Context: an optimization exercise on an open-source flow, tuned for small area and a short achievable clock period. The choices shown serve that exercise and are no tape-out recipe.
RTL that was checked went through simulation tests only; none was proved equivalent to the original.
Only the layout flow was run in runs 2 and 4; the RTL was not checked for function there.
No activity file was given, so power comes from the tool's default toggle rates.

`flow/config.mk`:
```
export PLATFORM = sky130hd
export DESIGN_NAME = reduce_instr
export DESIGN_NICKNAME = reduce_instr
export VERILOG_FILES = /design/flow/design.v
export SDC_FILE = /design/flow/constraint.sdc
export NUM_CORES = 4
export LEC_CHECK = 0
export ABC_AREA = 1
export CAP_MARGIN = 20
export CORE_MARGIN = 2
export CORE_UTILIZATION = 60
export SLEW_MARGIN = 20
```
`flow/flow/area.abc`:
```
strash
dc2
dch -f
amap
```
`flow/flow/remap.tcl`:
```
# Re-map the combinational cells of the standard synthesis netlist with ABC's
# default area-oriented script. The flip-flop instances (names, cell types)
# are kept as they are: they are black boxes here.
set lib $::env(REMAP_LIB)
yosys read_liberty -ignore_miss_func -overwrite -setattr liberty_cell $lib
yosys read_verilog $::env(REMAP_IN)
yosys hierarchy -top $::env(REMAP_TOP)
set seq {}
foreach c [split [string trim [exec grep -oE {sky130_fd_sc_hd__[a-z0-9_]+} $::env(REMAP_IN) | sort -u]] "\n"] {
  if { [regexp {__(e?dfxtp|dfrtp|dfstp|dfbbp|sdf|dl)} $c] } { lappend seq $c }
}
yosys blackbox {*}$seq
yosys flatten
yosys opt -purge
set du {}
foreach c $::env(REMAP_DONT_USE) { lappend du -dont_use $c }
yosys select -set cone w:rd_en %cie*
yosys abc -script $::env(REMAP_FAST) -liberty $lib {*}$du @cone
yosys abc -script $::env(REMAP_AREA) -liberty $lib {*}$du
yosys opt_clean -purge
yosys stat -liberty $lib
yosys write_verilog -noattr -nohex -nodec $::env(REMAP_OUT)
```
`flow/design.v`:
```
`timescale 1ns / 1ns
module reduce_instr (
	input  [81:0] packetIn,
	input  [60:0] new_comm,
	input         clk,
	input         rst,
	output        rd_en,
	output [84:0] packetOut
);
function [5:0] addr6;
	input [5:0] i;
	addr6 = {i[5], i[5]^i[2], i[4], i[4]^i[1], i[3], i[3]^i[0]};
endfunction
function [8:0] expand;
	input [5:0] a;
	expand = {1'b0, a[5:4], 1'b0, a[3:2], 1'b0, a[1:0]};
endfunction
function [5:0] rank_addr;
	input [8:0] r;
	rank_addr = (r[8:6] == 3'd0) ? addr6(r[5:0]) : 6'd0;
endfunction
reg        t_v    [0:3];
reg [8:0]  t_x    [0:3];
reg        t_is7  [0:3];
reg        t_rz   [0:3];
reg [2:0]  t_ch   [0:3];
reg [3:0]  t_lg   [0:3];
reg [5:0]  t_p1   [0:3];
reg [5:0]  t_p2   [0:3];
reg [5:0]  t_p3   [0:3];
wire wr = new_comm[60] && (new_comm[59:54] == 6'd0);
wire [1:0] wsel = new_comm[53:52];
wire       w_is7 = (new_comm[42:34] == 9'd7);
wire [8:0] w_x = w_is7 ? new_comm[51:43] : new_comm[42:34];
integer n;
always @(posedge clk) begin
	for (n = 0; n < 4; n = n + 1) begin
		if (rst)
			t_v[n] <= 1'b0;
		else if (wr && wsel == n)
			t_v[n] <= 1'b1;
		if (wr && wsel == n) begin
			t_x[n]    <= w_x;
			t_is7[n]  <= w_is7;
			t_rz[n]   <= (new_comm[44:43] == 2'd0);
			t_ch[n]   <= new_comm[33:31];
			t_lg[n]   <= new_comm[30:27];
			t_p3[n]   <= rank_addr(new_comm[26:18]);
			t_p2[n]   <= rank_addr(new_comm[17:9]);
			t_p1[n]   <= rank_addr(new_comm[8:0]);
		end
	end
end
wire [7:0] pkt_context = packetIn[53:46];
wire [1:0] cs = pkt_context[1:0];
wire       row_valid = (pkt_context[7:2] == 6'd0) && t_v[cs];
wire [8:0] x_u = t_x[cs];
wire       is7_u = t_is7[cs];
wire [8:0] lr_u = is7_u ? 9'd7 : x_u;
wire [3:0] lg4_u = t_lg[cs];
wire [2:0] ch_u = t_ch[cs];
wire [2:0] lg_u = lg4_u[2:0];
reg  [3:0] rs;
reg        rz;
reg  [5:0] p1, p2, p3;
always @(*) begin
	rz = 0; p1 = 0; p2 = 0; p3 = 0;
	for (n = 0; n < 4; n = n + 1) begin
		rs[n] = (pkt_context == n) && t_v[n];
		rz   = rz   | (rs[n] & t_rz[n]);
		p1   = p1   | ({6{rs[n]}} & t_p1[n]);
		p2   = p2   | ({6{rs[n]}} & t_p2[n]);
		p3   = p3   | ({6{rs[n]}} & t_p3[n]);
	end
end
wire [8:0] lr  = {9{row_valid}} & lr_u;
wire       is7 = row_valid & is7_u;
wire [8:0] root_if7 = {9{row_valid}} & x_u;    
wire [3:0] lg4 = {4{row_valid}} & lg4_u;
wire [2:0] ch  = {3{row_valid}} & ch_u;
wire [2:0] lg  = lg4[2:0];
wire [5:0] fa3 = (lr[1:0] == 2'd0 && ch[2] == 1'b0) ? addr6({ch[1:0], lg4}) : 6'd0;
wire [5:0] fa4 = (rz && lr[8] == 1'b0) ? addr6(lr[7:2]) : 6'd0;
function [5:0] fsel;
	input [2:0] k;
	input en;
	input [5:0] a0, a1, a2, a3, a4;
	begin
		fsel = 6'd0;
		if (en) case (k)
			3'd0: fsel = a0;
			3'd1: fsel = a1;
			3'd2: fsel = a2;
			3'd3: fsel = a3;
			3'd4: fsel = a4;
			default: fsel = 6'd0;
		endcase
	end
endfunction
wire [7:0] tag_raw   = packetIn[45:38];
wire [7:0] lgmask    = ~(8'hFF << lg);
wire [7:0] t_tag     = tag_raw & lgmask;
wire [8:0] t_rank    = packetIn[62:54];
wire [3:0] t_op      = packetIn[35:32];
wire       from_guest = (packetIn[71:63] != 9'd0);
wire       vin       = packetIn[81];
wire op_bc   = (t_op == 4'b0111);
wire op_ring = (t_op == 4'b1001);
wire op_dbl  = (t_op == 4'b1110) || (t_op == 4'b1010);
reg [8:0] dst_ring;
reg       home_ring;
wire rd_en_ring = home_ring || !from_guest;
always @(posedge clk) begin
	if (rst) begin
		home_ring <= 1'b0;
		dst_ring  <= 9'd0;
	end else if (vin) begin
		dst_ring  <= home_ring ? 9'd0 : is7 ? root_if7 : (lr < 9'd63) ? expand(addr6(lr[5:0] + 6'd1)) : 9'd0;
		home_ring <= from_guest && !home_ring && op_ring;
	end else
		dst_ring  <= 9'd0;
end
wire [4:0] ku = {2'b0, lg} - {2'b0, ch} - 5'd1;
wire [5:0] dst_uptree = (lr == 9'd0) ? 6'd0 : fsel(ku[2:0], !ku[4] && !ku[3], p1, p2, p3, fa3, fa4);
reg [5:0] dst_bcast;
reg [3:0] sa_b;
reg       home_b, send_home_b, one_child;
wire [5:0] kb = {3'b0, lg} - {3'b0, ch} + {2'b0, sa_b};
wire rd_en_bcast_u = (lr_u == 9'd0) ? ({2'b0, ch_u} == {1'b0, sa_b} + 5'd2) :
                     (ch_u == 3'd1) ? one_child : (home_b || lr_u[0]);
wire rd_en_bcast = row_valid && rd_en_bcast_u;
always @(posedge clk) begin
	if (rst) begin
		dst_bcast <= 6'd0;
		sa_b      <= 4'd0;
		home_b    <= 1'b0;
		one_child <= 1'b0;
	end else if (vin) begin
		if (ch != 3'd0 && sa_b == {1'b0, ch} - 4'd1) begin
			sa_b   <= 4'd0;
			home_b <= (lr != 9'd0);
		end else begin
			if (!home_b && op_bc) sa_b <= sa_b + 4'd1;
			home_b <= 1'b0;
		end
		case (ch)
			3'd0: dst_bcast <= 6'd0;
			3'd1: dst_bcast <= one_child ? 6'd0 : p3;
			default: dst_bcast <= send_home_b ? 6'd0 : fsel(kb[2:0], kb[5:3] == 3'd0, p1, p2, p3, fa3, fa4);
		endcase
		one_child <= (ch == 3'd1) && !one_child && op_bc;
	end
end
always @(posedge clk)
	send_home_b <= rst ? 1'b0 : home_b;
wire [2:0] tx = t_tag[2:0] ^ lr[2:0];
wire [1:0] hidx = tx[2] ? 2'd0 : tx[1] ? 2'd1 : tx[0] ? 2'd2 : 2'd0;
wire       tag_eq8 = (t_tag == lr[7:0]);
reg  [5:0] dst_halving;
always @(posedge clk) begin
	if (rst)
		dst_halving <= 6'd0;
	else if (vin)
		dst_halving <= tag_eq8 ? 6'd0 : (hidx == 2'd2) ? p3 : (hidx == 2'd1) ? p2 : p1;
end
reg [5:0] dst_doubling;
reg [3:0] sa_d;
reg       home_d, send_home_d;
wire [9:0] tt = {1'b0, t_rank};
wire [9:0] ll = {1'b0, lr_u};
wire [9:0] e = ~(tt ^ ll);
wire [9:0] u = tt & ~ll;
wire [9:0] d = ~tt & ll;
function [10:0] pfx_down;
	input [9:0] g, p;
	reg [9:0] G, P, G2, P2;
	integer i, st;
	begin
		G = g; P = p;
		for (st = 1; st < 10; st = st * 2) begin
			for (i = 0; i < 10; i = i + 1) begin
				if (i + st < 10) begin
					G2[i] = G[i] | (P[i] & G[i+st]);
					P2[i] = P[i] & P[i+st];
				end else begin
					G2[i] = G[i];
					P2[i] = P[i];
				end
			end
			G = G2; P = P2;
		end
		pfx_down = {1'b0, G};
	end
endfunction
function [10:0] pfx_up;
	input [9:0] g, p;
	reg [9:0] G, P, G2, P2;
	integer i, st;
	begin
		G = g; P = p;
		for (st = 1; st < 10; st = st * 2) begin
			for (i = 0; i < 10; i = i + 1) begin
				if (i >= st) begin
					G2[i] = G[i] | (P[i] & G[i-st]);
					P2[i] = P[i] & P[i-st];
				end else begin
					G2[i] = G[i];
					P2[i] = P[i];
				end
			end
			G = G2; P = P2;
		end
		pfx_up = {G, 1'b0};
	end
endfunction
reg  [10:0] eqh, eql;   
integer a;
always @(*) begin
	eqh[10] = 1'b1;
	for (a = 9; a >= 0; a = a - 1) eqh[a] = eqh[a+1] & e[a];
	eql[0] = 1'b1;
	for (a = 0; a < 10; a = a + 1) eql[a+1] = eql[a] & e[a];
end
wire [10:0] b  = pfx_up(d, e);
wire [10:0] pp1 = pfx_down(u & {eqh[10:1]}, d) ;
wire [10:0] mm1 = pfx_down(d & {eqh[10:1]}, u) ;
reg  [9:0]  zm_u;      
reg  [9:0]  zt;        
reg  [10:0] zh, oh;    
always @(*) begin
	for (a = 0; a < 10; a = a + 1) begin
		zh[a] = b[a] ? pp1[a] : eqh[a];
		oh[a] = b[a] ? eqh[a] : mm1[a];
		zm_u[a] = zh[a] | (oh[a] & ~eql[a]);
	end
	zh[10] = 1'b1; oh[10] = 1'b1;
	zt[9] = 1'b1;
	for (a = 8; a >= 0; a = a - 1)
		zt[a] = zt[a+1] & ~t_rank[a];
end
reg dh_u;
always @(*) begin
	dh_u = (lg_u == 3'd0) & eqh[0];
	for (a = 0; a < 7; a = a + 1)
		dh_u = dh_u | ((lg_u == a + 1) & eql[a] & (pp1[a] | mm1[a]));
end
wire [4:0] tq = {2'b0, lg_u} - 5'd2 - {1'b0, sa_d};
reg eq_t;
always @(*) begin
	eq_t = (tq == 5'd0) & eqh[0];
	for (a = 1; a < 6; a = a + 1)
		eq_t = eq_t | ((tq == a) & zm_u[a] & ~zm_u[a-1]);
end
wire rd_en_doubling = row_valid ? (from_guest ? (home_d || dh_u) : eq_t)
                                : (from_guest && (home_d || zt[0]));
wire [9:0] zm = row_valid ? zm_u : zt;
wire diff_half = row_valid ? dh_u : zt[0];
reg [3:0] base2;
always @(*) begin
	base2 = 4'd0;
	for (a = 1; a < 10; a = a + 1)
		base2 = base2 | ({4{zm[a] & ~zm[a-1]}} & a);
end
wire [4:0] sb       = {1'b0, sa_d} + {1'b0, base2};           
wire [5:0] xd       = {3'b0, lg} - 6'd1 - {1'b0, sb};         
always @(posedge clk) begin
	if (rst) begin
		dst_doubling <= 6'd0;
		sa_d         <= 4'd0;
		home_d       <= 1'b0;
	end else if (vin) begin
		if ((xd == 6'd0) && !home_d) begin
			sa_d   <= 4'd0;
			home_d <= from_guest;
		end else begin
			if (op_dbl && !home_d) sa_d <= sa_d + 4'd1;
			home_d <= 1'b0;
		end
		dst_doubling <= (send_home_d || diff_half) ? 6'd0 : fsel(xd[2:0], xd[5:3] == 3'd0, p1, p2, p3, fa3, fa4);
	end
end
always @(posedge clk)
	send_home_d <= rst ? 1'b0 : home_d;
assign rd_en = op_dbl ? rd_en_doubling : op_ring ? rd_en_ring : op_bc ? rd_en_bcast : 1'b1;
wire [8:0] pkt_dst = packetIn[80:72];
wire mfm = (pkt_dst == 9'd0) && row_valid;
reg [8:0] dsel;
reg [2:0] csel;
always @(*) begin
	dsel = 9'd0;
	csel = 3'd0;
	case (t_op)
		4'b0101, 4'b0110, 4'b1000: dsel = expand(dst_halving);
		4'b0111: dsel = expand(dst_bcast);
		4'b1001: dsel = dst_ring;
		4'b1010: dsel = expand(dst_doubling);
		4'b1011: dsel = expand(dst_uptree);
		4'b1100: begin dsel = expand(dst_uptree); csel = ch; end
		4'b1101, 4'b1111: begin
			dsel = expand(dst_halving);
			csel = (tag_eq8 && !lr[8]) ? lg : {1'b0, hidx};
		end
		4'b1110: begin
			dsel = expand(dst_doubling);
			csel = (send_home_d || diff_half) ? lg : (sb[2:0] - {2'b0, xd[5]});
		end
		default: ;
	endcase
end
wire fwd = mfm && (dsel != 9'd0);
reg [8:0]  dst_o;
reg [2:0]  children;
reg [7:0]  tag;
reg [31:0] payload;
reg [7:0]  contextId;
reg [3:0]  op;
reg [1:0]  algtype;
reg [8:0]  rank_o, src_o;
reg        valid;
always @(posedge clk) begin
	if (rst) begin
		dst_o    <= 9'd0;
		children <= 3'd0;
		tag      <= 8'd0;
	end else begin
		dst_o    <= pkt_dst | (mfm ? dsel : 9'd0);
		children <= mfm ? csel : 3'd0;
		tag      <= tag_raw;
	end
	if (rst || !vin) begin
		payload   <= 32'd0;
		contextId <= 8'd0;
		op        <= 4'd0;
		algtype   <= 2'd0;
		rank_o    <= 9'd0;
		src_o     <= 9'd0;
		valid     <= 1'b0;
	end else begin
		payload   <= packetIn[31:0];
		contextId <= pkt_context;
		op        <= t_op;
		algtype   <= packetIn[37:36];
		rank_o    <= fwd ? lr : t_rank;
		src_o     <= fwd ? 9'd0 : packetIn[71:63];
		valid     <= 1'b1;
	end
end
assign packetOut = {children, valid, dst_o, src_o, rank_o, contextId, tag, algtype, op, payload};
endmodule
```
`flow/flow/run.sh`:
```
#!/bin/bash
# Standard synthesis; its combinational cells re-mapped by ABC for area
# (flip-flops untouched); then the standard layout steps, with buf_1 port
# buffers, a larger setup target for timing repair and a lighter clock tree.
set -euo pipefail
export BUFFER_PORTS_ARGS="-buffer_cell sky130_fd_sc_hd__buf_1"
export SETUP_SLACK_MARGIN=9
export CTS_ARGS="-sink_clustering_enable -repair_clock_nets -buf_list sky130_fd_sc_hd__clkbuf_8 -sink_clustering_size 14 -sink_clustering_max_diameter 80 -dont_use_dummy_load"
bash standard.sh synth > synth.log 2>&1
R=orfs/results/$FLOW_PLATFORM/reduce_instr/base
cp $R/1_2_yosys.v std_synth.v
export REMAP_LIB=$FLOW_HOME/platforms/$FLOW_PLATFORM/lib/sky130_fd_sc_hd__tt_025C_1v80.lib
export REMAP_IN=std_synth.v REMAP_OUT=remapped.v REMAP_TOP=$FLOW_TOP
export REMAP_DONT_USE="$(cat flow/dont_use.txt)"
export REMAP_FAST=flow/fast.abc REMAP_AREA=flow/area.abc
$FLOW_HOME/../tools/install/yosys/bin/yosys -c flow/remap.tcl > remap.log 2>&1
cp remapped.v $R/1_2_yosys.v
rm -f $R/1_synth.odb $R/1_synth.sdc
bash standard.sh finish > finish.log 2>&1
```
`flow/standard.sh`:
```
#!/bin/bash
# synth_recipe.tcl (not shown) runs the flow's synth.tcl, then flattens the netlist and writes it again
# the make line also repeats each setting of config.mk as NAME=value (left out here)
make -C /OpenROAD-flow-scripts/flow DESIGN_CONFIG=/design/flow/config.mk WORK_HOME=/design/flow/orfs CLKGATE_MAP_FILE= SYNTH_SCRIPT=/design/flow/synth_recipe.tcl "${@:-finish}"
```
`flow/constraint.sdc`:
```
create_clock -name core_clock -period 20.0 [get_ports {clk}]
set_input_delay 4.0000 -clock core_clock [delete_from_list [all_inputs] [get_ports {clk}]]
set_output_delay 4.0000 -clock core_clock [all_outputs]
set_load 0.01 [all_outputs]
```
`flow/flow/dont_use.txt`:
```
sky130_fd_sc_hd__probe_p_8
sky130_fd_sc_hd__probec_p_8
sky130_fd_sc_hd__lpflow_bleeder_1
sky130_fd_sc_hd__lpflow_clkbufkapwr_1
sky130_fd_sc_hd__lpflow_clkbufkapwr_16
sky130_fd_sc_hd__lpflow_clkbufkapwr_2
sky130_fd_sc_hd__lpflow_clkbufkapwr_4
sky130_fd_sc_hd__lpflow_clkbufkapwr_8
sky130_fd_sc_hd__lpflow_clkinvkapwr_1
sky130_fd_sc_hd__lpflow_clkinvkapwr_16
sky130_fd_sc_hd__lpflow_clkinvkapwr_2
sky130_fd_sc_hd__lpflow_clkinvkapwr_4
sky130_fd_sc_hd__lpflow_clkinvkapwr_8
sky130_fd_sc_hd__lpflow_decapkapwr_12
sky130_fd_sc_hd__lpflow_decapkapwr_3
sky130_fd_sc_hd__lpflow_decapkapwr_4
sky130_fd_sc_hd__lpflow_decapkapwr_6
sky130_fd_sc_hd__lpflow_decapkapwr_8
sky130_fd_sc_hd__lpflow_inputiso0n_1
sky130_fd_sc_hd__lpflow_inputiso0p_1
sky130_fd_sc_hd__lpflow_inputiso1n_1
sky130_fd_sc_hd__lpflow_inputiso1p_1
sky130_fd_sc_hd__lpflow_inputisolatch_1
sky130_fd_sc_hd__lpflow_isobufsrc_1
sky130_fd_sc_hd__lpflow_isobufsrc_16
sky130_fd_sc_hd__lpflow_isobufsrc_2
sky130_fd_sc_hd__lpflow_isobufsrc_4
sky130_fd_sc_hd__lpflow_isobufsrc_8
sky130_fd_sc_hd__lpflow_isobufsrckapwr_16
sky130_fd_sc_hd__lpflow_lsbuf_lh_hl_isowell_tap_1
sky130_fd_sc_hd__lpflow_lsbuf_lh_hl_isowell_tap_2
sky130_fd_sc_hd__lpflow_lsbuf_lh_hl_isowell_tap_4
sky130_fd_sc_hd__lpflow_lsbuf_lh_isowell_4
sky130_fd_sc_hd__lpflow_lsbuf_lh_isowell_tap_1
sky130_fd_sc_hd__lpflow_lsbuf_lh_isowell_tap_2
sky130_fd_sc_hd__lpflow_lsbuf_lh_isowell_tap_4
```
`flow/flow/fast.abc`:
```
strash
dc2
dch
map -B 0.9
```
==> results of run 1 <==
-- cell type report --
cell class	count	area share, %
Sequential cell	274	43.97
Multi-Input combinational cell	1092	38.22
Timing Repair Buffer	269	7.673
Inverter	236	5.886
Tap cell	280	2.224
Clock buffer	23	2.010
Antenna cell	1	0.01589
-- cells in the final DEF, fill, tap and decap left out, types with 49 or more instances in the layout --
cell type / instances
buf_1: 227
nor2_1: 222
clkinv_1: 218
nand2_1: 202
edfxtp_1: 144
dfxtp_1: 130
nor2b_1: 75
o21ai_0: 70
a21oi_1: 55
nand3_1: 53
o22ai_1: 49
-- flip-flops by register name, summed over array words and instances, names as in the netlist, 6 cells and up --
| name | flops |
|---|---|
| rank_o | 9 |
| payload | 32 |
| t_p3 | 24 |
| dst_doubling | 6 |
| t_x | 36 |
| dst_bcast | 6 |
| dst_o | 9 |
| t_p2 | 24 |
| src_o | 9 |
| t_lg | 16 |
| t_p1 | 24 |
| t_ch | 12 |
| dst_ring | 9 |
| tag | 8 |
| contextId | 8 |
| dst_halving | 6 |
-- per-stage QoR --
step                      total power, mW  hold slack (ns)
final                              0.9929           0.4694
after global routing                1.028           0.4964
after CTS                          0.9864           0.4747
after detailed placement           0.7186           0.4579
after global placement             0.7160           0.4322
after floorplan                    0.6762           0.4146
-- worst max path at each step --
| stage | startpoint | endpoint | slack [ns] |
|---|---|---|---|
| floorplan | packetIn[46] | rd_en | 9.01 |
| global placement | packetIn[46] | rd_en | 7.80 |
| global route | packetIn[46] | rd_en | 8.84 |
| CTS | packetIn[47] | rd_en | 9.01 |
| finish | packetIn[47] | rd_en | 9.06 |
| detailed placement | packetIn[46] | rd_en | 7.65 |
-- power by group through the flow --
stage / sequential [mW] / clock (mW) / combinational, mW
2_1_floorplan: 0.616 / 0 / 0.0600
3_3_place_gp: 0.612 / 0 / 0.104
3_5_place_dp: 0.613 / 0 / 0.106
4_1_cts: 0.600 / 0.274 / 0.113
5_1_grt: 0.600 / 0.291 / 0.136
6_report: 0.599 / 0.269 / 0.124
-- worst min-delay path, delay by kind of cell, from the launching register on --
| kind | cells | cell delay [ns] |
|---|---|---|
| AOI/OAI and AO/OA | 1 | 0.06 |
| buffers and inverters | 1 | 0.05 |
| DFF | 1 | 0.31 |
-- what timing repair did --
action | CTS | global route
setup buffers | 6 | 15
pin swaps | 6 | 16
endpoints found under the setup margin | 9 | 17
cloned | 0 | 0
resized for setup | 65 | 57
-- routing by layer --
metal	part of all wire, %	GRT usage, %	up-vias
met5	0	0	-
met1	39	46.14	5987
met4	4.2	12.95	0
met3	11	6.708	125
li1	-	-	6199
met2	46	55.46	810
==> summary.txt, run 1 <==
Job
  • Max Cap Viol: 0

Placed design
  • Final Wtd Congestion: 0.9842
  • Number of buffers added on ports: 230
  • Pre-CTS setup slack: between 7 and 8 ns
  • Inst Count DP: roughly 2100
  • Hpwl dp: between 30000 and 40000 um
  • Cell area after placement: 14920 um2

Pwr
  • Internal: ~0.74 mW
  • Clock Power Share: 27.1%
  • Switching share of power: approximately 25%
  • VDD IR max: approximately 0.072 mV
  • Pwr/cell area: around 63 nW/um2
  • Sequential power share: between 60% and 70%
  • Switching pwr: around 0.25 mW
  • Gate power share: ~13%
  • Lkg Pwr: ~5.3 nW

Timing
  • Max frequency: just over 90 MHz
  • Tmin final: approximately 11 ns
  • Max Transition Viols Final: 0
  • Final period util: a little over half
  • Worst relative slew slack: 30.38%
  • Setup_tns: 0 ns
  • Final Hold Vio Count: 0
  • RSZ-0062 raised after global routing: true
  • Worst clock skew: 0.04508 ns
  • Final WS setup: approximately 9.1 ns
  • Final setup violating endpoints: 0
  • Worst Tran Pin Value: approximately 1.0 ns

Critical path
  • Flop-to-flop setup slack: about 13 ns
  • Bufs and invs on worst path: 4
  • Worst setup path class: input pin to primary output
  • Max incr delay on CP: ~0.21 ns
  • Startpoint types: input pin
  • Top Family by Delay on Critical Path: simple AND/OR/NAND/NOR gates
  • WP data arrival: 6.94 ns
  • RR Endpoint: dst_doubling[4]$_SDFFE_PP0P_
  • CP max-delay cell: nand4_1
  • R2r startpoint: t_is7[2]$_DFFE_PP_
  • CP Data Required Time: 16.00 ns
  • WP depth: 29
  • Critical Path Most Common Cell: nand2_1
  • Worst setup EP type: primary output
  • Crit Path Max Fanout: 14
  • FF-to-FF path depth: 31

Routing
  • Vias: 13120
  • Drt wl/cell: about 19 um
  • Residual DRC: 0
  • Vias/cell: ~6
  • First-pass DRT Iterations: 6
  • DRT antenna net count: 0
  • Routed wire length: 41620 um
  • DR iter-0 viols: approximately 1400

Die
  • Row Count: 54
  • Die Wd: between 150 and 200 um
  • Die H: between 150 and 200 um
  • Die ar.: 23730 um2
  • I/O pins: 231
  • Total core area: 21960 um2
  • Initial Utilization: between 60% and 70%

Cells and area
  • FILL cells: 1815
  • Multi-input combinational cell area: 6021 um2
  • Sequential standard cell area: 6927 um2
  • Final core utilization: a little under three quarters
  • Layout cells sized above 1: ~8.6%
  • Final net count: ~2000
  • Synth-to-Final Area Change: 16.63%
  • Final Instance Area: between 15000 and 20000 um2
  • Non-filler cells, final: 2175

Global route
  • Initial antenna violation count: 1
  • Largest net degree at the start of global routing: 58
  • First-pass GRT wire length: ~65000 um
  • Global Route Usage Sum: approximately a third
  • Overflow after GRT: 0
  • Vias in the first global route: approximately 12000

Clock tree
  • CTS tree: done
  • H-tree Lvls: 1
  • Clk Latency, worst-skew pair: between 0.5 and 0.6 ns
  • Num CTS Buffers: 23
  • CTS hold repair buffers: 0
  • CTS Buffer Depth: 3
  • Clk slew on worst S/H paths: roughly 0.09 ns
  • CTS root buffer: clkbuf_8
  • Clk sinks: between 200 and 300

Status
  • Outcome: timing/DRC/antenna clean

Min path
  • Hold Crit Endpoint: dst_bcast[2]$_SDFFE_PP0P_
  • Hold_sp: dst_bcast[2]$_SDFFE_PP0P_
  • Hold path cells: 2
  • Worst hold path class: register to register

Yosys
  • Post-Syn Nets: 1747
  • Synth Area per Inst: ~8.4 um2
  • Mapped cell area: between 10000 and 15000 um2
  • Cell count after synthesis: about 1600
  • Syn. warnings: 10
==> run 2: changes to the inputs <==
--- a/flow/design.v
+++ b/flow/design.v
@@ -308,5 +308,4 @@
 	endcase
 end
-wire fwd = mfm && (dsel != 9'd0);
 reg [8:0]  dst_o;
 reg [2:0]  children;
@@ -316,5 +315,6 @@
 reg [3:0]  op;
 reg [1:0]  algtype;
-reg [8:0]  rank_o, src_o;
+reg [8:0]  rank, src, loc_rank;
+reg        ok_mfm;
 reg        valid;
 always @(posedge clk) begin
@@ -333,6 +333,8 @@
 		op        <= 4'd0;
 		algtype   <= 2'd0;
-		rank_o    <= 9'd0;
-		src_o     <= 9'd0;
+		rank      <= 9'd0;
+		src       <= 9'd0;
+		loc_rank  <= 9'd0;
+		ok_mfm    <= 1'b0;
 		valid     <= 1'b0;
 	end else begin
@@ -341,9 +343,14 @@
 		op        <= t_op;
 		algtype   <= packetIn[37:36];
-		rank_o    <= fwd ? lr : t_rank;
-		src_o     <= fwd ? 9'd0 : packetIn[71:63];
+		rank      <= t_rank;
+		src       <= packetIn[71:63];
+		loc_rank  <= lr;
+		ok_mfm    <= mfm;
 		valid     <= 1'b1;
 	end
 end
+wire fwd = ok_mfm && (dst_o != 9'd0);
+wire [8:0] rank_o = fwd ? loc_rank : rank;
+wire [8:0] src_o  = fwd ? 9'd0 : src;
 assign packetOut = {children, valid, dst_o, src_o, rank_o, contextId, tag, algtype, op, payload};
 endmodule
==> summary.txt, run 2 <==
Status
  • Outcome: timing/DRC/antenna clean

Cells and area
  • Most frequent cells in the layout: 227 x buf_1, 204 x nor2_1, 197 x nand2_1
  • Biggest register: t_x
  • Non-filler cells, final: ~2200
  • Layout cells sized above 1: between 10 and 15%
  • Commonest non-fill, non-tap cell in the layout: buf_1
  • # diodes: 0
  • Top flop regs: t_x (36), payload (32)
  • Max FFs per register: 36
  • Final net count: about 2000
  • Synth-to-Final Area Change: 18.42%

Pwr
  • Pwr/cell area: 64.73 nW/um2
  • VDD IR max: approximately 0.061 mV
  • Lkg Pwr: between 5 and 6 nW

Placed design
  • Final Wtd Congestion: 1.055
  • Hpwl dp: slightly below 30000 um
  • Number of buffers added on ports: 230
  • Inst Count DP: 2087

Die
  • Die H: between 150 and 200 um
  • Die Wd: about 150 um
  • I/O pins: about 230
  • Die ar.: between 20000 and 25000 um2
  • Initial Utilization: between 60% and 70%
  • Total core area: 22430 um2
  • Row Count: 55

Routing
  • Drt wl/cell: 19.00 um
  • Vias/cell: 6.023
  • DRT antenna net count: 0
  • Residual DRC: 0
  • DR iter-0 viols: 1315
  • Vias: 12970
  • Routed wire length: approximately 41000 um
  • First-pass DRT Iterations: 6

Yosys
  • Post-Syn Nets: between 1500 and 2000
  • Synth Area per Inst: approximately 8.7 um2
  • Syn. warnings: 10
  • Mapped cell area: roughly 14000 um2
  • Cell count after synthesis: 1558

Timing
  • Setup_tns: 0 ns
  • Worst clock skew: about 0.05 ns
  • Final Hold Vio Count: 0
  • Tmin final: between 10 and 15 ns
  • Max frequency: around 92 MHz
  • RSZ-0062 raised after global routing: true
  • Worst relative slew slack: 25.37%
  • Final period util: a little over half
  • Final setup violating endpoints: 0
  • Worst Tran Pin Value: approximately 1.1 ns
  • Max Transition Viols Final: 0

Critical path
  • Worst setup EP type: primary output
  • Bufs and invs on worst path: 6
  • Top Family by Delay on Critical Path: simple AND/OR/NAND/NOR gates
  • CP max-delay cell: or2_4
  • Worst setup path class: input pin to primary output
  • Crit Path Max Fanout: 5
  • CP Data Required Time: ~16 ns
  • WP data arrival: between 6 and 7 ns
  • Max incr delay on CP: around 0.28 ns
  • Startpoint types: input pin
  • Critical Path Most Common Cell: nand2_2

Global route
  • First-pass GRT wire length: 61630 um
  • Overflow after GRT: 0
  • Vias in the first global route: 11750
  • Met3 GRT Util: 5.940%
  • Met2 global-route usage: a little over half
  • Global Route Usage Sum: between 30% and 40%
  • Global routing's busiest layer: met2
  • Met1 Usage GRT: between 40% and 50%
  • Initial antenna violation count: 0
  • Largest net degree at the start of global routing: 78

Min path
  • Worst hold path class: register to register

Clock tree
  • H-tree Lvls: 1
  • CTS root buffer: clkbuf_8
  • Num CTS Buffers: 24
  • CTS Buffer Depth: 3
  • CTS hold repair buffers: 0
  • Clk sinks: between 200 and 300
  • Clk Latency, worst-skew pair: 0.59 ns
  • CTS tree: done
  • Clk slew on worst S/H paths: 0.09 ns

Job
  • Max Cap Viol: 0
## run 2: final cells by class
cell class	count	area, um2
fillers	1777	6340
flip-flops and latches	284	7127
repair inverters	1	5.005
repair buffers	285	1350
well taps	285	356.6
multi-input cells	1058	6075
inverters	216	850.8
clock buffers	24	330.3
## run 2: final timing paths
path / startpoint / endpoint / slack [ns] / cells after the start
setup / recovery: packetIn[46] / rd_en / 9.09 / 32
hold / removal: t_v[3]$_SDFFE_PP0P_ / t_v[3]$_SDFFE_PP0P_ / 0.45 / 2
hold reg to reg: t_v[3]$_SDFFE_PP0P_ / t_v[3]$_SDFFE_PP0P_ / 0.45 / 2
setup reg to reg: t_is7[1]$_DFFE_PP_ / dst_doubling[3]$_SDFFE_PP0P_ / 12.97 / 34
## run 2: through the flow
stage | power (mW) | hold slack [ns] | worst slack (ns) | util, % | instance area [um2]
2_1_floorplan | 0.7003 | 0.4146 | 9.040 | - | 13610
3_3_place_gp | 0.7399 | 0.4283 | 7.836 | 66.72 | 14970
3_5_place_dp | 0.7427 | 0.4351 | 7.671 | 66.72 | 14970
4_1_cts | 1.025 | 0.4491 | 9.028 | 69.54 | 15600
5_1_grt | 1.078 | 0.4721 | 8.893 | 71.74 | 16090
6_report | 1.042 | 0.4490 | 9.090 | 71.74 | 16090
## run 2: per-layer routing
metal / vias up / wire length (um)
met4: 0 / 1867
li1: 6114 / -
met3: 153 / 4300
met2: 790 / 18740
met5: - / 0
met1: 5911 / 16000
## run 2: where the power goes
| group | switching (mW) | leakage [nW] | total [mW] | internal (mW) |
|---|---|---|---|---|
| Sequential | 0.00300 | 2.29 | 0.620 | 0.617 |
| Combinational | 0.0860 | 2.95 | 0.133 | 0.0473 |
| Clock | 0.181 | 0.173 | 0.288 | 0.107 |
| Total | 0.270 | 5.41 | 1.04 | 0.771 |
## run 2: timing repair
action,in CTS,in global routing
setup buffers,16,24
pin swaps,9,37
gates resized for setup,63,93
setup endpoints to repair,12,2
cloned,1,1
## run 2: worst min-delay path: cells and delay by family, from the launching register on
kind | cells | cell delay [ns]
compound gates | 1 | 0.05
flops | 1 | 0.31
buf+inv | 1 | 0.05
==> run 3: changes to the inputs <==
--- a/flow/design.v
+++ b/flow/design.v
@@ -308,4 +308,5 @@
 	endcase
 end
+wire fwd = mfm && (dsel != 9'd0);
 reg [8:0]  dst_o;
 reg [2:0]  children;
@@ -315,6 +316,5 @@
 reg [3:0]  op;
 reg [1:0]  algtype;
-reg [8:0]  rank, src, loc_rank;
-reg        ok_mfm;
+reg [8:0]  rank_o, src_o;
 reg        valid;
 always @(posedge clk) begin
@@ -333,8 +333,6 @@
 		op        <= 4'd0;
 		algtype   <= 2'd0;
-		rank      <= 9'd0;
-		src       <= 9'd0;
-		loc_rank  <= 9'd0;
-		ok_mfm    <= 1'b0;
+		rank_o    <= 9'd0;
+		src_o     <= 9'd0;
 		valid     <= 1'b0;
 	end else begin
@@ -343,14 +341,9 @@
 		op        <= t_op;
 		algtype   <= packetIn[37:36];
-		rank      <= t_rank;
-		src       <= packetIn[71:63];
-		loc_rank  <= lr;
-		ok_mfm    <= mfm;
+		rank_o    <= fwd ? lr : t_rank;
+		src_o     <= fwd ? 9'd0 : packetIn[71:63];
 		valid     <= 1'b1;
 	end
 end
-wire fwd = ok_mfm && (dst_o != 9'd0);
-wire [8:0] rank_o = fwd ? loc_rank : rank;
-wire [8:0] src_o  = fwd ? 9'd0 : src;
 assign packetOut = {children, valid, dst_o, src_o, rank_o, contextId, tag, algtype, op, payload};
 endmodule
--- a/flow/flow/run.sh
+++ b/flow/flow/run.sh
@@ -1,11 +1,17 @@
 #!/bin/bash
-# Standard synthesis; its combinational cells re-mapped by ABC for area
-# (flip-flops untouched); then the standard layout steps, with buf_1 port
-# buffers, a larger setup target for timing repair and a lighter clock tree.
+# Standard synthesis (ORFS synth.tcl through synth_recipe.tcl), with only its ABC
+# script changed to one that keeps the design's logic structure; then the
+# combinational cells re-mapped by ABC (flip-flops untouched): the input cone
+# of rd_en for delay, the rest for area. Then the standard layout steps, with
+# buf_1 port buffers, a larger setup target for timing repair and a lighter
+# clock tree.
 set -euo pipefail
 export BUFFER_PORTS_ARGS="-buffer_cell sky130_fd_sc_hd__buf_1"
 export SETUP_SLACK_MARGIN=9
 export CTS_ARGS="-sink_clustering_enable -repair_clock_nets -buf_list sky130_fd_sc_hd__clkbuf_8 -sink_clustering_size 14 -sink_clustering_max_diameter 80 -dont_use_dummy_load"
-bash standard.sh synth > synth.log 2>&1
+rm -rf scripts_local
+cp -r $FLOW_HOME/scripts scripts_local
+cp flow/synth.abc scripts_local/abc_area.script
+SCRIPTS_DIR=$PWD/scripts_local bash standard.sh synth > synth.log 2>&1
 R=orfs/results/$FLOW_PLATFORM/reduce_instr/base
 cp $R/1_2_yosys.v std_synth.v
==> flow/flow/synth.abc (new file) <==
strash
map
==> summary.txt, run 3 <==
Die
  • Initial Utilization: between 60 and 70%
  • Total core area: approximately 23000 um2
  • Die ar.: roughly 24000 um2
  • Row Count: 55
  • Die H: 154.8 um
  • Die Wd: about 150 um
  • I/O pins: 231

Placed design
  • Pre-CTS setup slack: around 7.6 ns
  • Hpwl dp: around 30000 um
  • Final Wtd Congestion: about 1
  • Number of buffers added on ports: between 200 and 250

Cells and area
  • FILL cells: 1758
  • Biggest register: t_x
  • # diodes: 0
  • Final net count: around 2100
  • Max FFs per register: 36
  • Most frequent cells in the layout: 262 x clkinv_1, 227 x buf_1, 212 x nor2_1
  • Commonest non-fill, non-tap cell in the layout: clkinv_1
  • Top flop regs: t_x (36), payload (32)
  • Synth-to-Final Area Change: 20.19%
  • Layout cells sized above 1: approximately an eighth
  • Final core utilization: between 70% and 80%

Pwr
  • Tot Pwr: between 1 and 1.5 mW
  • Pwr/cell area: 62.04 nW/um2
  • Lkg Pwr: ~5.5 nW
  • VDD IR max: roughly 0.073 mV

Critical path
  • Worst setup path class: input pin to primary output
  • WP data arrival: slightly below 7 ns
  • CP Data Required Time: ~16 ns
  • Critical Path Most Common Cell: nand2_1
  • CP max-delay cell: nor2_4
  • Startpoint types: input pin
  • Worst setup EP type: primary output
  • Max incr delay on CP: around 0.2 ns
  • Crit Path Max Fanout: 7

Clock tree
  • CTS Buffer Depth: 3
  • Clk slew on worst S/H paths: ~0.08 ns
  • H-tree Lvls: 1
  • Clk sinks: approximately 270
  • CTS tree: done
  • Num CTS Buffers: 24
  • CTS root buffer: clkbuf_8
  • Clk Latency, worst-skew pair: about 0.6 ns
  • CTS hold repair buffers: 0

Routing
  • Vias: 13510
  • DRT antenna net count: 0
  • DR iter-0 viols: about 1400
  • First-pass DRT Iterations: 6
  • Vias/cell: 5.982
  • Routed wire length: ~42000 um
  • Drt wl/cell: approximately 19 um
  • Residual DRC: 0

Global route
  • First-pass GRT wire length: between 60000 and 70000 um
  • Overflow after GRT: 0
  • Initial antenna violation count: 0
  • Vias in the first global route: approximately 12000
  • Largest net degree at the start of global routing: just over 60
  • Global Route Usage Sum: 33.41%

Yosys
  • Cell count after synthesis: roughly 1700
  • Post-Syn Nets: approximately 1800
  • Syn. warnings: 10
  • Mapped cell area: 13650 um2
  • Synth Area per Inst: about 8.3 um2

Timing
  • Final period util: 54.54%
  • Worst Tran Pin Value: between 1 and 1.5 ns
  • Final Hold Vio Count: 0
  • Worst clock skew: just under 0.08 ns
  • Setup_tns: 0 ns
  • Worst relative slew slack: roughly 31%
  • Final WS setup: about 9.1 ns
  • Max Transition Viols Final: 0
  • Tmin final: around 11 ns
  • RSZ-0062 raised after global routing: false
  • Final setup violating endpoints: 0
  • Max frequency: just over 90 MHz

Status
  • Outcome: timing/DRC/antenna clean

Job
  • Max Cap Viol: 0

Min path
  • Worst hold path class: register to register
==> run 3: where the power goes <==
part,switching [mW],leakage [nW],internal (mW)
Combinational,0.0903,3.11,0.0460
Clock,0.176,0.173,0.107
Sequential,0.00211,2.21,0.597
==> run 3: path summary, 6_finish.rpt <==
path                             startpoint                         to  slack (ns)  cells past startpoint
setup / recovery               packetIn[47]                      rd_en        9.09                     31
hold / removal    dst_bcast[2]$_SDFFE_PP0P_  dst_bcast[2]$_SDFFE_PP0P_        0.46                      2
setup reg to reg         t_is7[0]$_DFFE_PP_       sa_d[1]$_SDFFE_PP0P_       13.06                     29
hold reg to reg   dst_bcast[2]$_SDFFE_PP0P_  dst_bcast[2]$_SDFFE_PP0P_        0.46                      2
==> run 3: cell type report <==
type                    instances  area, um2  share of cell area (%)
flip-flops and latches        274       6927                   42.22
inverters                     283       1122                   6.842
well taps                     285      356.6                   2.174
clock buffers                  24      330.3                   2.014
repair inverters                1      6.256                 0.03814
multi-input cells            1096       6262                   38.17
repair buffers                295       1400                   8.535
==> run 3: per-stage QoR <==
step                      cell area [um2]  instances  hold WS [ns]
after floorplan                     13680       1652        0.4297
after global placement              15100       2189        0.4449
after detailed placement            15100       2189        0.4507
after CTS                           15830       2236        0.4647
after global routing                16400       2258        0.4922
final                               16400       2258        0.4616
==> run 3: timing repair <==
| item | 4_1_cts | 5_1_grt |
|---|---|---|
| resized for setup | 72 | 125 |
| gates cloned | 2 | 0 |
| pin swaps | 10 | 44 |
| endpoints found under the setup margin | 13 | 5 |
| buffers inserted | 21 | 22 |
==> run 3: worst max-delay path, delay by kind of cell <==
| kind | cells | cell delay, ns |
|---|---|---|
| and+or+nand+nor | 23 | 2.02 |
| buffers and inverters | 7 | 0.73 |
| AOI/OAI and AO/OA | 1 | 0.16 |
==> run 3: routing by layer <==
layer | part of all wire, % | up-vias | wire length, um | global-route usage, %
met2 | 46 | 794 | 19320 | 53.36
met4 | 5.1 | 0 | 2127 | 15.08
met5 | 0 | - | 0 | 0
met1 | 40 | 6155 | 16940 | 44.81
li1 | - | 6382 | - | -
met3 | 8.7 | 176 | 3657 | 5.968
==> run 4: changes to the inputs <==
--- a/flow/design.v
+++ b/flow/design.v
@@ -169,70 +169,41 @@
 wire [9:0] tt = {1'b0, t_rank};
 wire [9:0] ll = {1'b0, lr_u};
-wire [9:0] e = ~(tt ^ ll);
-wire [9:0] u = tt & ~ll;
-wire [9:0] d = ~tt & ll;
-function [10:0] pfx_down;
-	input [9:0] g, p;
-	reg [9:0] G, P, G2, P2;
-	integer i, st;
-	begin
-		G = g; P = p;
-		for (st = 1; st < 10; st = st * 2) begin
-			for (i = 0; i < 10; i = i + 1) begin
-				if (i + st < 10) begin
-					G2[i] = G[i] | (P[i] & G[i+st]);
-					P2[i] = P[i] & P[i+st];
-				end else begin
-					G2[i] = G[i];
-					P2[i] = P[i];
-				end
-			end
-			G = G2; P = P2;
-		end
-		pfx_down = {1'b0, G};
-	end
-endfunction
-function [10:0] pfx_up;
-	input [9:0] g, p;
-	reg [9:0] G, P, G2, P2;
-	integer i, st;
-	begin
-		G = g; P = p;
-		for (st = 1; st < 10; st = st * 2) begin
-			for (i = 0; i < 10; i = i + 1) begin
-				if (i >= st) begin
-					G2[i] = G[i] | (P[i] & G[i-st]);
-					P2[i] = P[i] & P[i-st];
-				end else begin
-					G2[i] = G[i];
-					P2[i] = P[i];
-				end
+reg  [9:0] bw;    
+reg  [9:0] G, P, G2, P2;
+integer st, q;
+always @(*) begin
+	G = ~tt & ll;           
+	P = ~(tt ^ ll);         
+	for (st = 1; st < 10; st = st * 2) begin
+		for (q = 0; q < 10; q = q + 1) begin
+			if (q >= st) begin
+				G2[q] = G[q] | (P[q] & G[q-st]);
+				P2[q] = P[q] & P[q-st];
+			end else begin
+				G2[q] = G[q];
+				P2[q] = P[q];
 			end
-			G = G2; P = P2;
 		end
-		pfx_up = {G, 1'b0};
+		G = G2; P = P2;
 	end
-endfunction
-reg  [10:0] eqh, eql;   
-integer a;
-always @(*) begin
-	eqh[10] = 1'b1;
-	for (a = 9; a >= 0; a = a - 1) eqh[a] = eqh[a+1] & e[a];
-	eql[0] = 1'b1;
-	for (a = 0; a < 10; a = a + 1) eql[a+1] = eql[a] & e[a];
+	bw = {G[8:0], 1'b0};
 end
-wire [10:0] b  = pfx_up(d, e);
-wire [10:0] pp1 = pfx_down(u & {eqh[10:1]}, d) ;
-wire [10:0] mm1 = pfx_down(d & {eqh[10:1]}, u) ;
+wire [9:0] s = tt ^ ll ^ bw;
+reg  [10:0] zh, oh;    
+reg  [10:0] zl;        
 reg  [9:0]  zm_u;      
 reg  [9:0]  zt;        
-reg  [10:0] zh, oh;    
+integer a;
 always @(*) begin
-	for (a = 0; a < 10; a = a + 1) begin
-		zh[a] = b[a] ? pp1[a] : eqh[a];
-		oh[a] = b[a] ? eqh[a] : mm1[a];
-		zm_u[a] = zh[a] | (oh[a] & ~eql[a]);
-	end
 	zh[10] = 1'b1; oh[10] = 1'b1;
+	for (a = 9; a >= 0; a = a - 1) begin
+		zh[a] = zh[a+1] & ~s[a];
+		oh[a] = oh[a+1] & s[a];
+	end
+	zl[0] = 1'b1;
+	for (a = 0; a < 10; a = a + 1)
+		zl[a+1] = zl[a] & ~s[a];
+	for (a = 0; a < 10; a = a + 1)
+		zm_u[a] = zh[a] | (oh[a] & ~zl[a]);
 	zt[9] = 1'b1;
 	for (a = 8; a >= 0; a = a - 1)
@@ -241,12 +212,12 @@
 reg dh_u;
 always @(*) begin
-	dh_u = (lg_u == 3'd0) & eqh[0];
+	dh_u = (lg_u == 3'd0) & zh[0];
 	for (a = 0; a < 7; a = a + 1)
-		dh_u = dh_u | ((lg_u == a + 1) & eql[a] & (pp1[a] | mm1[a]));
+		dh_u = dh_u | ((lg_u == a + 1) & zl[a] & s[a] & (zh[a+1] | oh[a+1]));
 end
 wire [4:0] tq = {2'b0, lg_u} - 5'd2 - {1'b0, sa_d};
 reg eq_t;
 always @(*) begin
-	eq_t = (tq == 5'd0) & eqh[0];
+	eq_t = (tq == 5'd0) & zh[0];
 	for (a = 1; a < 6; a = a + 1)
 		eq_t = eq_t | ((tq == a) & zm_u[a] & ~zm_u[a-1]);
==> flow/flow/run.sh (replaced) <==
#!/bin/bash
# Standard synthesis; its combinational cells re-mapped by ABC for area
# (flip-flops untouched); then the standard layout steps, with buf_1 port
# buffers, a larger setup target for timing repair and a lighter clock tree.
set -euo pipefail
export BUFFER_PORTS_ARGS="-buffer_cell sky130_fd_sc_hd__buf_1"
export SETUP_SLACK_MARGIN=9
export CTS_ARGS="-sink_clustering_enable -repair_clock_nets -buf_list sky130_fd_sc_hd__clkbuf_8 -sink_clustering_size 14 -sink_clustering_max_diameter 80 -dont_use_dummy_load"
bash standard.sh synth > synth.log 2>&1
R=orfs/results/$FLOW_PLATFORM/reduce_instr/base
cp $R/1_2_yosys.v std_synth.v
export REMAP_LIB=$FLOW_HOME/platforms/$FLOW_PLATFORM/lib/sky130_fd_sc_hd__tt_025C_1v80.lib
export REMAP_IN=std_synth.v REMAP_OUT=remapped.v REMAP_TOP=$FLOW_TOP
export REMAP_DONT_USE="$(cat flow/dont_use.txt)"
export REMAP_FAST=flow/fast.abc REMAP_AREA=flow/area.abc
$FLOW_HOME/../tools/install/yosys/bin/yosys -c flow/remap.tcl > remap.log 2>&1
cp remapped.v $R/1_2_yosys.v
rm -f $R/1_synth.odb $R/1_synth.sdc
bash standard.sh finish > finish.log 2>&1
removed: flow/flow/synth.abc
==> summary.txt, run 4 <==
Routing
  • First-pass DRT Iterations: 6
  • DR iter-0 viols: approximately 1200
  • Drt wl/cell: approximately 19 um
  • Vias: about 12000
  • Vias/cell: 5.966
  • Residual DRC: 0
  • Routed wire length: between 30000 and 40000 um
  • DRT antenna net count: 0

Job
  • Max Cap Viol: 0

Clock tree
  • Clk Latency, worst-skew pair: around 0.58 ns
  • CTS root buffer: clkbuf_8
  • Clk sinks: roughly 270
  • Clk slew on worst S/H paths: about 0.090 ns
  • CTS hold repair buffers: 0
  • H-tree Lvls: 1
  • CTS tree: done
  • Num CTS Buffers: 23
  • CTS Buffer Depth: 3

Critical path
  • CP max-delay cell: nor2_4
  • Max incr delay on CP: 0.20 ns
  • RR Endpoint: sa_d[3]$_SDFFE_PP0P_
  • Worst setup path class: input pin to primary output
  • CP Data Required Time: around 16 ns
  • R2r startpoint: t_is7[3]$_DFFE_PP_
  • Flop-to-flop setup slack: approximately 13 ns
  • Crit Path Max Fanout: 8
  • WP data arrival: ~7.0 ns
  • FF-to-FF path depth: 38
  • Startpoint types: input pin
  • Worst setup EP type: primary output

Pwr
  • Clock Power Share: 26.9%
  • Pwr/cell area: about 64 nW/um2
  • Lkg Pwr: 5.255 nW
  • Tot Pwr: 1.002 mW
  • VDD IR max: ~0.078 mV
  • Switching share of power: between 20% and 30%
  • Switching pwr: 0.2554 mW
  • Internal: about 0.75 mW
  • Gate power share: between 10% and 20%
  • Sequential power share: between 50% and 60%

Cells and area
  • FILL cells: 1656
  • Commonest non-fill, non-tap cell in the layout: buf_1
  • Synth-to-Final Area Change: 19.86%
  • Final net count: approximately 2000
  • Most frequent cells in the layout: 227 x buf_1, 188 x clkinv_1, 186 x nor2_1
  • Biggest register: t_x
  • Max FFs per register: 36
  • Top flop regs: t_x (36), payload (32)
  • Multi-input combinational cell area: 5852 um2
  • Layout cells sized above 1: approximately a tenth
  • Sequential standard cell area: approximately 7000 um2
  • Final Instance Area: 15710 um2
  • # diodes: 0

Min path
  • Worst hold path class: register to register
  • Hold_sp: dst_halving[5]$_SDFFE_PP0P_
  • Hold Crit Endpoint: dst_halving[5]$_SDFFE_PP0P_
  • Hold path cells: 2

Die
  • Die ar.: 23040 um2
  • Initial Utilization: 60.62%
  • I/O pins: about 230
  • Row Count: 54
  • Die Wd: between 150 and 200 um
  • Total core area: 21620 um2
  • Die H: ~150 um

Yosys
  • Post-Syn Nets: between 1500 and 2000
  • Cell count after synthesis: ~1500
  • Synth Area per Inst: between 8 and 9 um2
  • Syn. warnings: 10
  • Mapped cell area: 13110 um2

Global route
  • Met2 global-route usage: between 50% and 60%
  • Met3 GRT Util: about 6%
  • Vias in the first global route: ~12000
  • Met1 Usage GRT: between 40% and 50%
  • First-pass GRT wire length: between 60000 and 70000 um
  • Initial antenna violation count: 0
  • Global Route Usage Sum: between 30% and 40%
  • Global routing's busiest layer: met2
  • Largest net degree at the start of global routing: a little under 50
  • Overflow after GRT: 0

Timing
  • Worst clock skew: between 0.04 and 0.05 ns
  • RSZ-0062 raised after global routing: true
  • Tmin final: 11.04 ns
  • Setup_tns: 0 ns
  • Max Transition Viols Final: 0
  • Final setup violating endpoints: 0
  • Max frequency: 90.57 MHz
  • Final period util: a little under three fifths
  • Final WS setup: approximately 9 ns
  • Final Hold Vio Count: 0
  • Worst relative slew slack: 27.22%
  • Worst Tran Pin Value: about 1.1 ns

Placed design
  • Number of buffers added on ports: 230
  • Pre-CTS setup slack: approximately 7.5 ns
  • Final Wtd Congestion: approximately 1.0
  • Cell area after placement: around 14000 um2
  • Hpwl dp: between 20000 and 30000 um

Status
  • Outcome: timing/DRC/antenna clean
run 4: stage by stage:
step	cells	hold WS, ns	utilization, %
finish	2089	0.4734	72.66
detailed placement	2024	0.4603	66.96
floorplan	1503	0.4254	-
global placement	2023	0.4493	66.81
CTS	2073	0.4708	71.11
global route	2089	0.4845	72.66
run 4: final cells by class:
cell class	instances	area share [%]
clock buffer	23	2.015
timing repair inverter	2	0.1115
inverter	204	5.360
tap	280	2.230
sequential	274	44.09
timing repair buffer	281	8.944
multi-input combinational	1025	37.25
run 4: how the worst max path moves through the flow:
stage / to / start / slack, ns
global route: rd_en / packetIn[47] / 8.66
CTS: rd_en / packetIn[47] / 9.00
detailed placement: rd_en / packetIn[47] / 7.49
floorplan: rd_en / packetIn[46] / 9.06
global placement: rd_en / packetIn[47] / 7.69
finish: rd_en / packetIn[46] / 8.96
run 4: worst max-delay path, delay by kind of cell:
kind	cells	cell delay [ns]
and+or+nand+nor	28	2.47
buffers and inverters	5	0.55
run 4: per-layer routing:
layer	share of wire, %	routed length, um
met4	4.3	1673
met3	9.5	3736
met5	0	0
met1	39	15530
met2	47	18410
run 4: power by group through the flow:
stage	combinational [mW]	sequential, mW	clock, mW
CTS	0.121	0.599	0.275
global route	0.145	0.600	0.293
floorplan	0.0596	0.616	0
finish	0.134	0.599	0.269
detailed placement	0.104	0.613	0
global placement	0.102	0.612	0
run 4: timing repair:
action                     4_1_cts  5_1_grt
setup buffers                   22       14
pin swaps                       20       35
cloned                           4        0
setup endpoints to repair        6        9
gates resized for setup         92       58

==> port drivers added, routing unchanged <==
The flow's constraints put no driver on any port. The routed layouts listed below were extracted and timed again, unchanged, in two steps. Step 1, drivers: a clkbuf_16 drives clk and a buf_2 each remaining input, both assumed. Step 2, shift: input delay + t, output delay - t, t = (earliest + latest rising clock arrival at the registers) / 2. This alone moves slack from input paths to output paths. Slacks: ideal ports / drivers / drivers and shift; pairs: ideal ports / drivers.
run | t (ns) | setup slack, ns | worst setup path at the end
run 1 | 0.583 | 9.060 / 9.023 / 8.873 | input to register
run 2 | 0.611 | 9.090 / 9.002 / 9.002 | input to output
run 3 | 0.607 | 9.092 / 9.043 / 9.043 | input to output
run 4 | 0.602 | 8.959 / 8.843 / 8.843 | input to output
After both steps every run listed still meets setup and hold. For run 1, which loses most, drivers alone change the setup slack by -0.037 ns; drivers and shift together by -0.187 ns.
